This design comes from an exercise in tuning for small area, a short achievable clock period and few clock cycles per item on the open sky130 flow, not from production work.
RTL that was checked went through simulation tests only; none was proved equivalent to the original.
Power and IR drop assume default switching activity.

## run M
==> module conv_128_8_16_1, before the edit <==
module conv_128_8_16_1(clk, reset, x_data, x_valid, x_ready, y_data, y_valid, y_ready);
  input clk, reset, x_valid, y_ready;
  input signed [15:0] x_data;
  output logic x_ready, y_valid;
  output logic signed [15:0] y_data;
  function automatic int th(input int k);
    case (k)
      0: th = 344;  1: th = 171;  2: th = 207;  3: th = 697;
      4: th = 140;  5: th = 799;  6: th = 3276; default: th = 399;
    endcase
  endfunction
  function automatic logic [16:0] add17(input logic [16:0] a, input logic [16:0] b, input logic ci);
    logic [16:0] p, g, gg, pp, c;
    p = a ^ b;
    g = a & b;
    g[0] = g[0] | (p[0] & ci);
    gg = g; pp = p;
    for (int l = 1; l <= 4; l++)
      for (int i = (1 << l) - 1; i < 17; i += (1 << l)) begin
        gg[i] = gg[i] | (pp[i] & gg[i - (1 << (l - 1))]);
        pp[i] = pp[i] & pp[i - (1 << (l - 1))];
      end
    for (int l = 3; l >= 1; l--)
      for (int i = (1 << l) + (1 << (l - 1)) - 1; i < 17; i += (1 << l)) begin
        gg[i] = gg[i] | (pp[i] & gg[i - (1 << (l - 1))]);
        pp[i] = pp[i] & pp[i - (1 << (l - 1))];
      end
    c = {gg[15:0], ci};
    add17 = p ^ c;
  endfunction
  function automatic logic [33:0] csa(input logic [16:0] a, input logic [16:0] b, input logic [16:0] c);
    csa = {(a & b) | (a & c) | (b & c), a ^ b ^ c};
  endfunction
  function automatic logic signed [15:0] sat17(input logic [16:0] s);
    if (s[16] != s[15]) sat17 = s[16] ? 16'sh8000 : 16'sh7fff;
    else                sat17 = s[15:0];
  endfunction
  logic signed [15:0] xp;         
  logic signed [16:0] x3p, x5p;
  logic [7:0]         satp;       
  logic               vp;
  logic [6:0]         idx;        
  logic signed [15:0] acc0;       
  logic [16:0]        r1, r2, r3, r4, r5, r6;    
  logic [16:0]        r7;         
  logic               sp;         
  wire run = ~(sp & ~y_ready);
  assign x_ready = run;
  wire [16:0] x1i = {x_data[15], x_data};
  logic [7:0] sat_n;
  always_comb
    for (int k = 0; k < 8; k++)
      sat_n[k] = (x_data > th(k)) | (x_data < -th(k));
  always_ff @(posedge clk)
    if (run) begin
      xp   <= x_data;
      x3p  <= add17(x1i, x1i << 1, 1'b0);
      x5p  <= add17(x1i, x1i << 2, 1'b0);
      satp <= sat_n;
    end
  wire [16:0] x1 = {xp[15], xp};
  wire        xs = xp[15];
  localparam logic [16:0] PHI = 17'h07fff, PLO = 17'h18000;
  function automatic logic [16:0] satv(input logic s, input logic neg, input logic [16:0] u);
    satv = !s ? u : (xs ^ neg) ? PLO : PHI;
  endfunction
  function automatic logic [16:0] keep(input logic s, input logic [16:0] w);
    keep = s ? 17'h0 : w;
  endfunction
  function automatic logic [16:0] keepn(input logic s, input logic [16:0] v);
    keepn = s ? 17'h1ffff : ~v;
  endfunction
  function automatic logic [16:0] sx(input logic [16:0] r);
    logic [15:0] t;
    t = sat17(r);
    sx = {t[15], t};
  endfunction
  wire [16:0] a0 = {acc0[15], acc0}, a1 = sx(r1), a2 = sx(r2), a3 = sx(r3), a4 = sx(r4),
              a5 = sx(r5), a6 = sx(r6);
  wire [16:0] s0 = add17(satv(satp[0], 1'b0, x3p << 5), keepn(satp[0], x1), 1'b1);
  wire [33:0] c1 = csa(a0, satv(satp[1], 1'b0, x3p << 6), keepn(satp[1], x1));
  wire [16:0] s1 = add17(c1[16:0], {c1[32:17], 1'b1}, 1'b0);
  wire [33:0] c2 = csa(a1, satv(satp[2], 1'b0, x5p << 5), keepn(satp[2], x1 << 1));
  wire [16:0] s2 = add17(c2[16:0], {c2[32:17], 1'b1}, 1'b0);
  wire [33:0] c3 = csa(a2, satv(satp[3], 1'b1, x1), keepn(satp[3], x3p << 4));
  wire [16:0] s3 = add17(c3[16:0], {c3[32:17], 1'b1}, 1'b0);
  wire [33:0] c4a = csa(a3, satv(satp[4], 1'b1, x3p << 1), keep(satp[4], x1 << 4));
  wire [33:0] c4 = csa(c4a[16:0], {c4a[32:17], 1'b1}, keepn(satp[4], x1 << 8));
  wire [16:0] s4 = add17(c4[16:0], {c4[32:17], 1'b0}, 1'b0);
  wire [33:0] c5 = csa(a4, keepn(satp[5], x5p << 3), satv(satp[5], 1'b1, ~x1));
  wire [16:0] s5 = add17(c5[16:0], {c5[32:17], 1'b1}, ~satp[5]);
  wire [16:0] s6 = add17(a5, satv(satp[6], 1'b0, x5p << 1), 1'b0);
  wire [33:0] c7 = csa(a6, satv(satp[7], 1'b0, x5p << 4), keep(satp[7], x1 << 1));
  wire [16:0] s7 = add17(c7[16:0], {c7[32:17], 1'b0}, 1'b0);
  wire signed [15:0] n7 = sat17(r7);
  assign y_data = n7[15] ? 16'sd0 : n7;    
  wire adv  = vp & run;                  
  wire push = adv & (idx >= 7);          
  always_ff @(posedge clk) begin
    if (adv) begin
      acc0 <= s0[15:0];
      r1 <= s1;
      r2 <= s2;
      r3 <= s3;
      r4 <= s4;
      r5 <= s5;
      r6 <= s6;
    end
    if (push) r7 <= s7;
  end
  logic vp_n, yv_n;
  logic [6:0] idx_n;
  always_comb begin
    vp_n  = run ? x_valid : vp;
    yv_n  = push | (y_valid & ~y_ready);
    idx_n = adv ? idx + 7'd1 : idx;
  end
  always_ff @(posedge clk) begin
    if (reset) begin
      vp      <= 1'b0;
      y_valid <= 1'b0;
      idx     <= 7'd0;
      sp      <= 1'b0;
    end else begin
      vp      <= vp_n;
      y_valid <= yv_n;
      idx     <= idx_n;
      sp      <= yv_n & vp_n & (idx_n >= 7);
    end
  end
endmodule
Settings: LEC_CHECK=0, ABC_AREA=1, CAP_MARGIN=20, CORE_MARGIN=2, CORE_UTILIZATION=40, SLEW_MARGIN=20; clock period 10.0 ns.
standard.sh (not shown) runs the stock make flow with config.mk's settings and CLKGATE_MAP_FILE= SYNTH_SCRIPT=/design/flow/synth_recipe.tcl, a recipe that flattens the netlist after the stock synthesis.
==> flow/flow/run.sh <==
#!/bin/bash
set -euo pipefail
bash standard.sh SETUP_SLACK_MARGIN=5.5 finish > standard_flow.log 2>&1
Here is what was changed in the inputs of run Z compared with run M.
==> flow/design.v <==
module conv_128_8_16_1(clk, reset, x_data, x_valid, x_ready, y_data, y_valid, y_ready);
  input clk, reset, x_valid, y_ready;
  input signed [15:0] x_data;
  output logic x_ready, y_valid;
  output logic signed [15:0] y_data;
  function automatic int th(input int k);
    case (k)
      0: th = 344;  1: th = 171;  2: th = 207;  3: th = 697;
      4: th = 140;  5: th = 799;  6: th = 3276; default: th = 399;
    endcase
  endfunction
  function automatic logic [16:0] add17(input logic [16:0] a, input logic [16:0] b, input logic ci);
    logic [16:0] p, g, gg, pp, c;
    p = a ^ b;
    g = a & b;
    g[0] = g[0] | (p[0] & ci);
    gg = g; pp = p;
    for (int l = 1; l <= 4; l++)
      for (int i = (1 << l) - 1; i < 17; i += (1 << l)) begin
        gg[i] = gg[i] | (pp[i] & gg[i - (1 << (l - 1))]);
        pp[i] = pp[i] & pp[i - (1 << (l - 1))];
      end
    for (int l = 3; l >= 1; l--)
      for (int i = (1 << l) + (1 << (l - 1)) - 1; i < 17; i += (1 << l)) begin
        gg[i] = gg[i] | (pp[i] & gg[i - (1 << (l - 1))]);
        pp[i] = pp[i] & pp[i - (1 << (l - 1))];
      end
    c = {gg[15:0], ci};
    add17 = p ^ c;
  endfunction
  function automatic logic [33:0] csa(input logic [16:0] a, input logic [16:0] b, input logic [16:0] c);
    csa = {(a & b) | (a & c) | (b & c), a ^ b ^ c};
  endfunction
  function automatic logic signed [15:0] sat17(input logic [16:0] s);
    if (s[16] != s[15]) sat17 = s[16] ? 16'sh8000 : 16'sh7fff;
    else                sat17 = s[15:0];
  endfunction
  logic signed [15:0] xp;         
  logic signed [16:0] x3p, x5p;
  logic [7:0]         satp;       
  logic               vp;
  logic [6:0]         idx;        
  logic signed [15:0] acc0, acc1, acc2, acc3, acc4, acc5, acc6;
  logic               sp;         
  wire run = ~(sp & ~y_ready);
  assign x_ready = run;
  wire [16:0] x1i = {x_data[15], x_data};
  logic [7:0] sat_n;
  always_comb
    for (int k = 0; k < 8; k++)
      sat_n[k] = (x_data > th(k)) | (x_data < -th(k));
  always_ff @(posedge clk)
    if (run) begin
      xp   <= x_data;
      x3p  <= add17(x1i, x1i << 1, 1'b0);
      x5p  <= add17(x1i, x1i << 2, 1'b0);
      satp <= sat_n;
    end
  wire [16:0] x1 = {xp[15], xp};
  wire        xs = xp[15];
  localparam logic [16:0] PHI = 17'h07fff, PLO = 17'h18000;
  function automatic logic [16:0] satv(input logic s, input logic neg, input logic [16:0] u);
    satv = !s ? u : (xs ^ neg) ? PLO : PHI;
  endfunction
  function automatic logic [16:0] keep(input logic s, input logic [16:0] w);
    keep = s ? 17'h0 : w;
  endfunction
  function automatic logic [16:0] keepn(input logic s, input logic [16:0] v);
    keepn = s ? 17'h1ffff : ~v;
  endfunction
  wire [16:0] a0 = {acc0[15], acc0}, a1 = {acc1[15], acc1}, a2 = {acc2[15], acc2},
              a3 = {acc3[15], acc3}, a4 = {acc4[15], acc4}, a5 = {acc5[15], acc5},
              a6 = {acc6[15], acc6};
  wire [16:0] s0 = add17(satv(satp[0], 1'b0, x3p << 5), keepn(satp[0], x1), 1'b1);
  wire [33:0] c1 = csa(a0, satv(satp[1], 1'b0, x3p << 6), keepn(satp[1], x1));
  wire [16:0] s1 = add17(c1[16:0], {c1[32:17], 1'b1}, 1'b0);
  wire [33:0] c2 = csa(a1, satv(satp[2], 1'b0, x5p << 5), keepn(satp[2], x1 << 1));
  wire [16:0] s2 = add17(c2[16:0], {c2[32:17], 1'b1}, 1'b0);
  wire [33:0] c3 = csa(a2, satv(satp[3], 1'b1, x1), keepn(satp[3], x3p << 4));
  wire [16:0] s3 = add17(c3[16:0], {c3[32:17], 1'b1}, 1'b0);
  wire [33:0] c4a = csa(a3, satv(satp[4], 1'b1, x3p << 1), keep(satp[4], x1 << 4));
  wire [33:0] c4 = csa(c4a[16:0], {c4a[32:17], 1'b1}, keepn(satp[4], x1 << 8));
  wire [16:0] s4 = add17(c4[16:0], {c4[32:17], 1'b0}, 1'b0);
  wire [33:0] c5 = csa(a4, keepn(satp[5], x5p << 3), satv(satp[5], 1'b1, ~x1));
  wire [16:0] s5 = add17(c5[16:0], {c5[32:17], 1'b1}, ~satp[5]);
  wire [16:0] s6 = add17(a5, satv(satp[6], 1'b0, x5p << 1), 1'b0);
  wire [33:0] c7 = csa(a6, satv(satp[7], 1'b0, x5p << 4), keep(satp[7], x1 << 1));
  wire [16:0] s7 = add17(c7[16:0], {c7[32:17], 1'b0}, 1'b0);
  wire signed [15:0] n7 = sat17(s7);
  wire adv  = vp & run;                  
  wire push = adv & (idx >= 7);          
  always_ff @(posedge clk) begin
    if (adv) begin
      acc0 <= sat17(s0);
      acc1 <= sat17(s1);
      acc2 <= sat17(s2);
      acc3 <= sat17(s3);
      acc4 <= sat17(s4);
      acc5 <= sat17(s5);
      acc6 <= sat17(s6);
    end
    if (push) y_data <= n7[15] ? 16'sd0 : n7;    
  end
  logic vp_n, yv_n;
  logic [6:0] idx_n;
  always_comb begin
    vp_n  = run ? x_valid : vp;
    yv_n  = push | (y_valid & ~y_ready);
    idx_n = adv ? idx + 7'd1 : idx;
  end
  always_ff @(posedge clk) begin
    if (reset) begin
      vp      <= 1'b0;
      y_valid <= 1'b0;
      idx     <= 7'd0;
      sp      <= 1'b0;
    end else begin
      vp      <= vp_n;
      y_valid <= yv_n;
      idx     <= idx_n;
      sp      <= yv_n & vp_n & (idx_n >= 7);
    end
  end
endmodule
Findings:
Sort run M and run Z by maximum single-stage delay on the critical path, descending, and run M comes first. Going from run M to run Z, total power draw now smaller; clock power now smaller; fraction of the mapped netlist area in compound gates now smaller. Taking run M as the reference point, the layout overhead on the synthesized area of run Z rises by 2.7 points. The higher area taken by multi-input logic gates came out of run Z. Run Z vs run M on synthesized area: run Z is the higher one.
Testbench counts of run Z, summed over its fixed seeds: cycles 8,208, items 7,744.
For run M, only the layout was checked, not whether the RTL still works.

==> re-timing with driven ports <==
No port has a modelled driver above. Below, the same layouts with a new extraction and two added sets of constraints.
Step 1, drivers: a clkbuf_16 drives clk and a buf_2 each remaining input, both assumed.
Step 2, shift: input delay + t, output delay - t, t = (earliest + latest rising clock arrival at the registers) / 2. This alone moves slack from input paths to output paths.
a / b / c = ideal / step 1 / step 2; a / b = the first two.
run | t, ns | setup WS [ns] | hold slack, ns
run M | 0.518 | 5.561 / 5.529 / 5.260 | 0.510 / 0.510 / 0.510
run Z | 0.518 | 5.573 / 5.548 / 5.186 | 0.530 / 0.530 / 0.530
After both steps every run listed still meets setup and hold. The setup slack of run Z, which loses most, moves by -0.025 ns with the drivers and by -0.387 ns with both steps.
